From an optimization exercise on the open Yosys and OpenROAD flow, aimed at small area, a short achievable clock period and few clock cycles per item; shortcuts taken in it are not production practice.
In this exercise RTL edits were held to simulation tests only and were not proved equivalent to the original.

## run 1
Design multi, start of the top module:
module multi #(parameter N = 32) (a,b,clk,out,load,done);
  input [N-1:0] a,b;
  input clk,load;
  output [2*N-1:0] out;
  output done;
  reg [144:0] r;
  reg dn;
  wire neg0 = b[1];
  wire one0_0, two0_0, ng0_0;
  benc ue0_0 (b[1], b[0], 1'b0, one0_0, two0_0, ng0_0);
  wire neg1 = b[3];
  wire one1_0, two1_0, ng1_0;
  benc ue1_0 (b[3], b[2], b[1], one1_0, two1_0, ng1_0);
  wire neg2 = b[5];
  wire one2_0, two2_0, ng2_0;
  benc ue2_0 (b[5], b[4], b[3], one2_0, two2_0, ng2_0);
  wire neg3 = b[7];
  wire one3_0, two3_0, ng3_0;
  benc ue3_0 (b[7], b[6], b[5], one3_0, two3_0, ng3_0);
  wire neg4 = b[9];
  wire one4_0, two4_0, ng4_0;
  benc ue4_0 (b[9], b[8], b[7], one4_0, two4_0, ng4_0);
  wire neg5 = b[11];
  wire one5_0, two5_0, ng5_0;
  benc ue5_0 (b[11], b[10], b[9], one5_0, two5_0, ng5_0);
  wire neg6 = b[13];
  wire one6_0, two6_0, ng6_0;
  benc ue6_0 (b[13], b[12], b[11], one6_0, two6_0, ng6_0);
  wire neg7 = b[15];
  wire one7_0, two7_0, ng7_0;
  benc ue7_0 (b[15], b[14], b[13], one7_0, two7_0, ng7_0);
  wire neg8 = b[17];
  wire one8_0, two8_0, ng8_0;
  benc ue8_0 (b[17], b[16], b[15], one8_0, two8_0, ng8_0);
  wire neg9 = b[19];
  wire one9_0, two9_0, ng9_0;
  ...
clock: 4.0 ns
lec_check: 0
abc_area: 1
cap_margin: 20
core_margin: 2
core_utilization: 50
setup_slack_margin: 0.05
slew_margin: 20
synth_hierarchical: 1
standard.sh (not shown) runs the stock make flow with config.mk's settings and CLKGATE_MAP_FILE= SYNTH_SCRIPT=/design/flow/synth_recipe.tcl, a recipe that flattens the netlist after the stock synthesis.
==> flow/flow/run.sh <==
#!/bin/bash
# The standard layout (standard.sh, every step from synthesis to finish) with one change:
# the buffers that ORFS's buffer_ports puts on every input and output port are
# sky130_fd_sc_hd__buf_2 instead of the tool's default choice, a slow delay cell
# (clkdlybuf4s50_1) that adds about 0.4 ns to the port paths.
set -euo pipefail
export BUFFER_PORTS_ARGS="-buffer_cell sky130_fd_sc_hd__buf_2"
bash standard.sh > standard.log 2>&1
Run 1: no failed stages, no open violations at the end
Testbench counts of run 1, summed over its fixed seeds: cycles 2,048, items 2,048.
Inputs modified between run 1 and run 2:
Settings: SETUP_SLACK_MARGIN changed from 0.05 to 0.1.
Results
Going from run 1 to run 2, total wire length after detailed routing grows by about 1.7%. Per the comparison of run 2 with run 1, first-pass GRT wire length picked up an extra 1.4%, core utilization now sits higher.


Another version of the RTL of multi (not shown whole).
Size in the first run: roughly 3,600 cells after synthesis, ~150 flip-flops, about 130 I/O pins, ~30,000 um^2 of cells after synthesis.
clock: 4.0 ns
lec_check: 0
abc_area: 1
cap_margin: 20
core_margin: 2
core_utilization: 50
setup_slack_margin: 0.1
slew_margin: 20
synth_hierarchical: 1
run.sh (not shown) runs the stock make flow with config.mk's settings and CLKGATE_MAP_FILE= SYNTH_SCRIPT=/design/flow/synth_recipe.tcl, a recipe that flattens the netlist after the stock synthesis.
Stock flow here: none of the scripts above is used.
The starting point ran to the end with no violations.
Testbench counts at the start, summed over its fixed seeds: cycles 2,048, items 2,048.
Change:
--- a/flow/config.mk
+++ b/flow/config.mk
@@ -8 +8 @@
-export ABC_AREA = 1
+export ABC_AREA = 0
=> This time the run finished with setup timing left. Wire length stays flat. Worst setup slack degrades by 0.97 ns. Flip-flop and latch count is unchanged.


multi, a different RTL version from the one above (not shown whole).
For scale: roughly 3400 cells after synthesis, ~150 flip-flops, about 130 I/O pins, about 29000 µm² of cells after synthesis.
==> flow/design.v (excerpt) <==
module multi #(parameter N = 32) (a,b,clk,out,load,done);
  input [N-1:0] a,b;
  input clk,load;
  output [2*N-1:0] out;
  output done;
  reg [144:0] r;
  reg dn;
  wire neg0 = b[1];
  wire one0_0, two0_0, ng0_0;
  benc ue0_0 (b[1], b[0], 1'b0, one0_0, two0_0, ng0_0);
  wire one0_1, two0_1, ng0_1;
  benc ue0_1 (b[1], b[0], 1'b0, one0_1, two0_1, ng0_1);
  wire neg1 = b[3];
  wire one1_0, two1_0, ng1_0;
  benc ue1_0 (b[3], b[2], b[1], one1_0, two1_0, ng1_0);
  wire one1_1, two1_1, ng1_1;
  benc ue1_1 (b[3], b[2], b[1], one1_1, two1_1, ng1_1);
  wire neg2 = b[5];
  wire one2_0, two2_0, ng2_0;
  benc ue2_0 (b[5], b[4], b[3], one2_0, two2_0, ng2_0);
  wire one2_1, two2_1, ng2_1;
  benc ue2_1 (b[5], b[4], b[3], one2_1, two2_1, ng2_1);
  wire neg3 = b[7];
  wire one3_0, two3_0, ng3_0;
  benc ue3_0 (b[7], b[6], b[5], one3_0, two3_0, ng3_0);
  wire one3_1, two3_1, ng3_1;
  benc ue3_1 (b[7], b[6], b[5], one3_1, two3_1, ng3_1);
  wire neg4 = b[9];
  wire one4_0, two4_0, ng4_0;
  benc ue4_0 (b[9], b[8], b[7], one4_0, two4_0, ng4_0);
  wire one4_1, two4_1, ng4_1;
  benc ue4_1 (b[9], b[8], b[7], one4_1, two4_1, ng4_1);
  wire neg5 = b[11];
  wire one5_0, two5_0, ng5_0;
  benc ue5_0 (b[11], b[10], b[9], one5_0, two5_0, ng5_0);
  wire one5_1, two5_1, ng5_1;
  benc ue5_1 (b[11], b[10], b[9], one5_1, two5_1, ng5_1);
  wire neg6 = b[13];
  wire one6_0, two6_0, ng6_0;
  benc ue6_0 (b[13], b[12], b[11], one6_0, two6_0, ng6_0);
  wire one6_1, two6_1, ng6_1;
  benc ue6_1 (b[13], b[12], b[11], one6_1, two6_1, ng6_1);
  wire neg7 = b[15];
  wire one7_0, two7_0, ng7_0;
  benc ue7_0 (b[15], b[14], b[13], one7_0, two7_0, ng7_0);
  wire one7_1, two7_1, ng7_1;
  benc ue7_1 (b[15], b[14], b[13], one7_1, two7_1, ng7_1);
  wire neg8 = b[17];
  wire one8_0, two8_0, ng8_0;
  benc ue8_0 (b[17], b[16], b[15], one8_0, two8_0, ng8_0);
  wire one8_1, two8_1, ng8_1;
  benc ue8_1 (b[17], b[16], b[15], one8_1, two8_1, ng8_1);
  wire neg9 = b[19];
  wire one9_0, two9_0, ng9_0;
  benc ue9_0 (b[19], b[18], b[17], one9_0, two9_0, ng9_0);
  wire one9_1, two9_1, ng9_1;
  benc ue9_1 (b[19], b[18], b[17], one9_1, two9_1, ng9_1);
  wire neg10 = b[21];
  wire one10_0, two10_0, ng10_0;
  ...
==> flow/config.mk <==
export PLATFORM = sky130hd
export DESIGN_NAME = multi
export DESIGN_NICKNAME = multi
export VERILOG_FILES = /design/flow/design.v
export SDC_FILE = /design/flow/constraint.sdc
export NUM_CORES = 4
export LEC_CHECK = 0
export ABC_AREA = 1
export CAP_MARGIN = 20
export CORE_MARGIN = 2
export CORE_UTILIZATION = 50
export SETUP_SLACK_MARGIN = 0.1
export SLEW_MARGIN = 20
export SYNTH_HIERARCHICAL = 1
==> flow/constraint.sdc <==
create_clock -name core_clock -period 4.0 [get_ports {clk}]
set_input_delay 0.8000 -clock core_clock [delete_from_list [all_inputs] [get_ports {clk}]]
set_output_delay 0.8000 -clock core_clock [all_outputs]
set_load 0.01 [all_outputs]
standard.sh (not shown) runs the stock make flow with config.mk's settings and CLKGATE_MAP_FILE= SYNTH_SCRIPT=/design/flow/synth_recipe.tcl, a recipe that flattens the netlist after the stock synthesis.
Scripts as last shown in full above: flow/flow/run.sh
The first run ran to the end with no violations.
Testbench counts at the start, summed over its fixed seeds: cycles 2,048, items 2,048.
Rerun with:
==> flow/run.sh (new file) <==
#!/bin/bash
# synth_recipe.tcl (not shown) runs the flow's synth.tcl, then flattens the netlist and writes it again
# the make line also repeats each setting of config.mk as NAME=value (left out here)
make -C /OpenROAD-flow-scripts/flow DESIGN_CONFIG=/design/flow/config.mk WORK_HOME=/design/flow/orfs CLKGATE_MAP_FILE= SYNTH_SCRIPT=/design/flow/synth_recipe.tcl finish
- SETUP_SLACK_MARGIN: 0.1 -> 0.15
removed: flow/flow/run.sh
removed: flow/standard.sh
Die area stays the same.
Cell count goes up by 2.5%.
Non-clock buffer count climbs by 107.
Count of clock-buffer cells in the layout shrinks by 3.
Via count grows by 3.3%.
Worst hold slack hardly moves.
Maximum frequency stays flat.
Area after synthesis does not change.


Setup of rev 12:
Another version of the RTL of multi (not shown whole).
Size in the first run: about 3600 cells after synthesis, roughly 130 I/O pins, about 30000 µm² of cells after synthesis.
clock: 4.0 ns
lec_check: 0
abc_area: 1
cap_margin: 20
core_margin: 2
core_utilization: 50
place_density: 0.75
setup_slack_margin: 0.1
slew_margin: 20
synth_hierarchical: 1
run.sh (not shown) runs the stock make flow with config.mk's settings and CLKGATE_MAP_FILE= SYNTH_SCRIPT=/design/flow/synth_recipe.tcl, a recipe that flattens the netlist after the stock synthesis.
Stock flow here: none of the scripts above is used.
Every stage of rev 12 finished as expected; the final checks, on the other hand, flagged setup timing, which means the layout fails.
Testbench counts of rev 12, summed over its fixed seeds: cycles 2,048, items 2,048.
Here is what was changed in the inputs of rev 13 compared with rev 12.
# rev 12
export LEC_CHECK = 0
export ABC_AREA = 1
export CAP_MARGIN = 20
export CORE_MARGIN = 2
export CORE_UTILIZATION = 50
export PLACE_DENSITY = 0.75
export SETUP_SLACK_MARGIN = 0.1
export SLEW_MARGIN = 20
export SYNTH_HIERARCHICAL = 1
create_clock -name core_clock -period 4.0 [get_ports {clk}]
# rev 13
export LEC_CHECK = 0
export ABC_AREA = 1
export CAP_MARGIN = 20
export CORE_MARGIN = 2
export CORE_UTILIZATION = 50
export SETUP_SLACK_MARGIN = 0.05
export SLEW_MARGIN = 20
export SYNTH_HIERARCHICAL = 1
create_clock -name core_clock -period 4.0 [get_ports {clk}]
Notes after the runs:
Re number of tap instances: no difference whatsoever between rev 12 and rev 13.
Diff rev 12 -> rev 13: wire length of the first global-routing pass rose about 0.9%; combined global-route utilization of all metal layers rose 0.58 points.
Measured against each other, rev 13 and rev 12 differ in count of clock buffers in the final design, the higher figure coming from rev 13.
Re number of antenna cells inserted: rev 13 is 1 up on rev 12.
Placed wire-length estimate after detailed placement, rev 13 and rev 12: higher on rev 13
Rev 13 vs. rev 12: worst setup slack increased 0.090 ns; critical path depth moved down.
Worst setup path endpoint = r[46]: rev 13; worst setup path endpoint = r[50]: rev 12
Rev 13 finished end to end and its layout was clean on timing, DRC and antenna.
Taking rev 12 as the reference, in rev 13 number of setup violations in the final report decreased 2, area after detailed placement essentially unchanged.

[afterwards: timing with drivers on the ports]
How much do the figures lean on ideal ports? The routed layouts below were timed once more, with nothing changed but the port constraints. Step 1 sets driving cells, clkbuf_16 on the clock port and buf_2 on the other inputs (assumed; they add their load-dependent delay and slew). Step 2 also shifts input and output timing later by t, the mid clock arrival at the registers, as if the neighbouring blocks saw the same clock. Slacks: no drivers / after step 1 / after step 2; pairs: no drivers / after step 1.
| run | t (ns) | setup slack, ns | worst setup path at the end | slew at the worst register clock pin (ns) |
|---|---|---|---|---|
| run 1 | 0.534 | 0.104 / 0.091 / -0.401 | input to register | 0.07 / 0.07 |
| run 2 | 0.534 | 0.116 / 0.149 / -0.382 | input to register | 0.08 / 0.08 |
| the first run of note 2 | 0.515 | 0.108 / 0.108 / -0.374 | input to register | 0.07 / 0.07 |
| the second run of note 2 | 0.510 | -0.861 / -0.916 / -0.486 | input to register | 0.07 / 0.07 |
| the first run of note 3 | 0.491 | 0.101 / 0.121 / -0.370 | input to register | 0.06 / 0.06 |
| the second run of note 3 | 0.492 | 0.097 / 0.120 / -0.373 | input to register | 0.07 / 0.07 |
| rev 12 | 0.499 | -0.023 / -0.001 / -0.500 | input to register | 0.08 / 0.08 |
| rev 13 | 0.494 | 0.067 / 0.054 / -0.440 | input to register | 0.07 / 0.07 |
With both steps, setup timing fails in 6 of these runs, where it was met with ideal ports. The setup slack of rev 13, which loses most, moves by -0.013 ns with the drivers and by -0.507 ns with both steps.
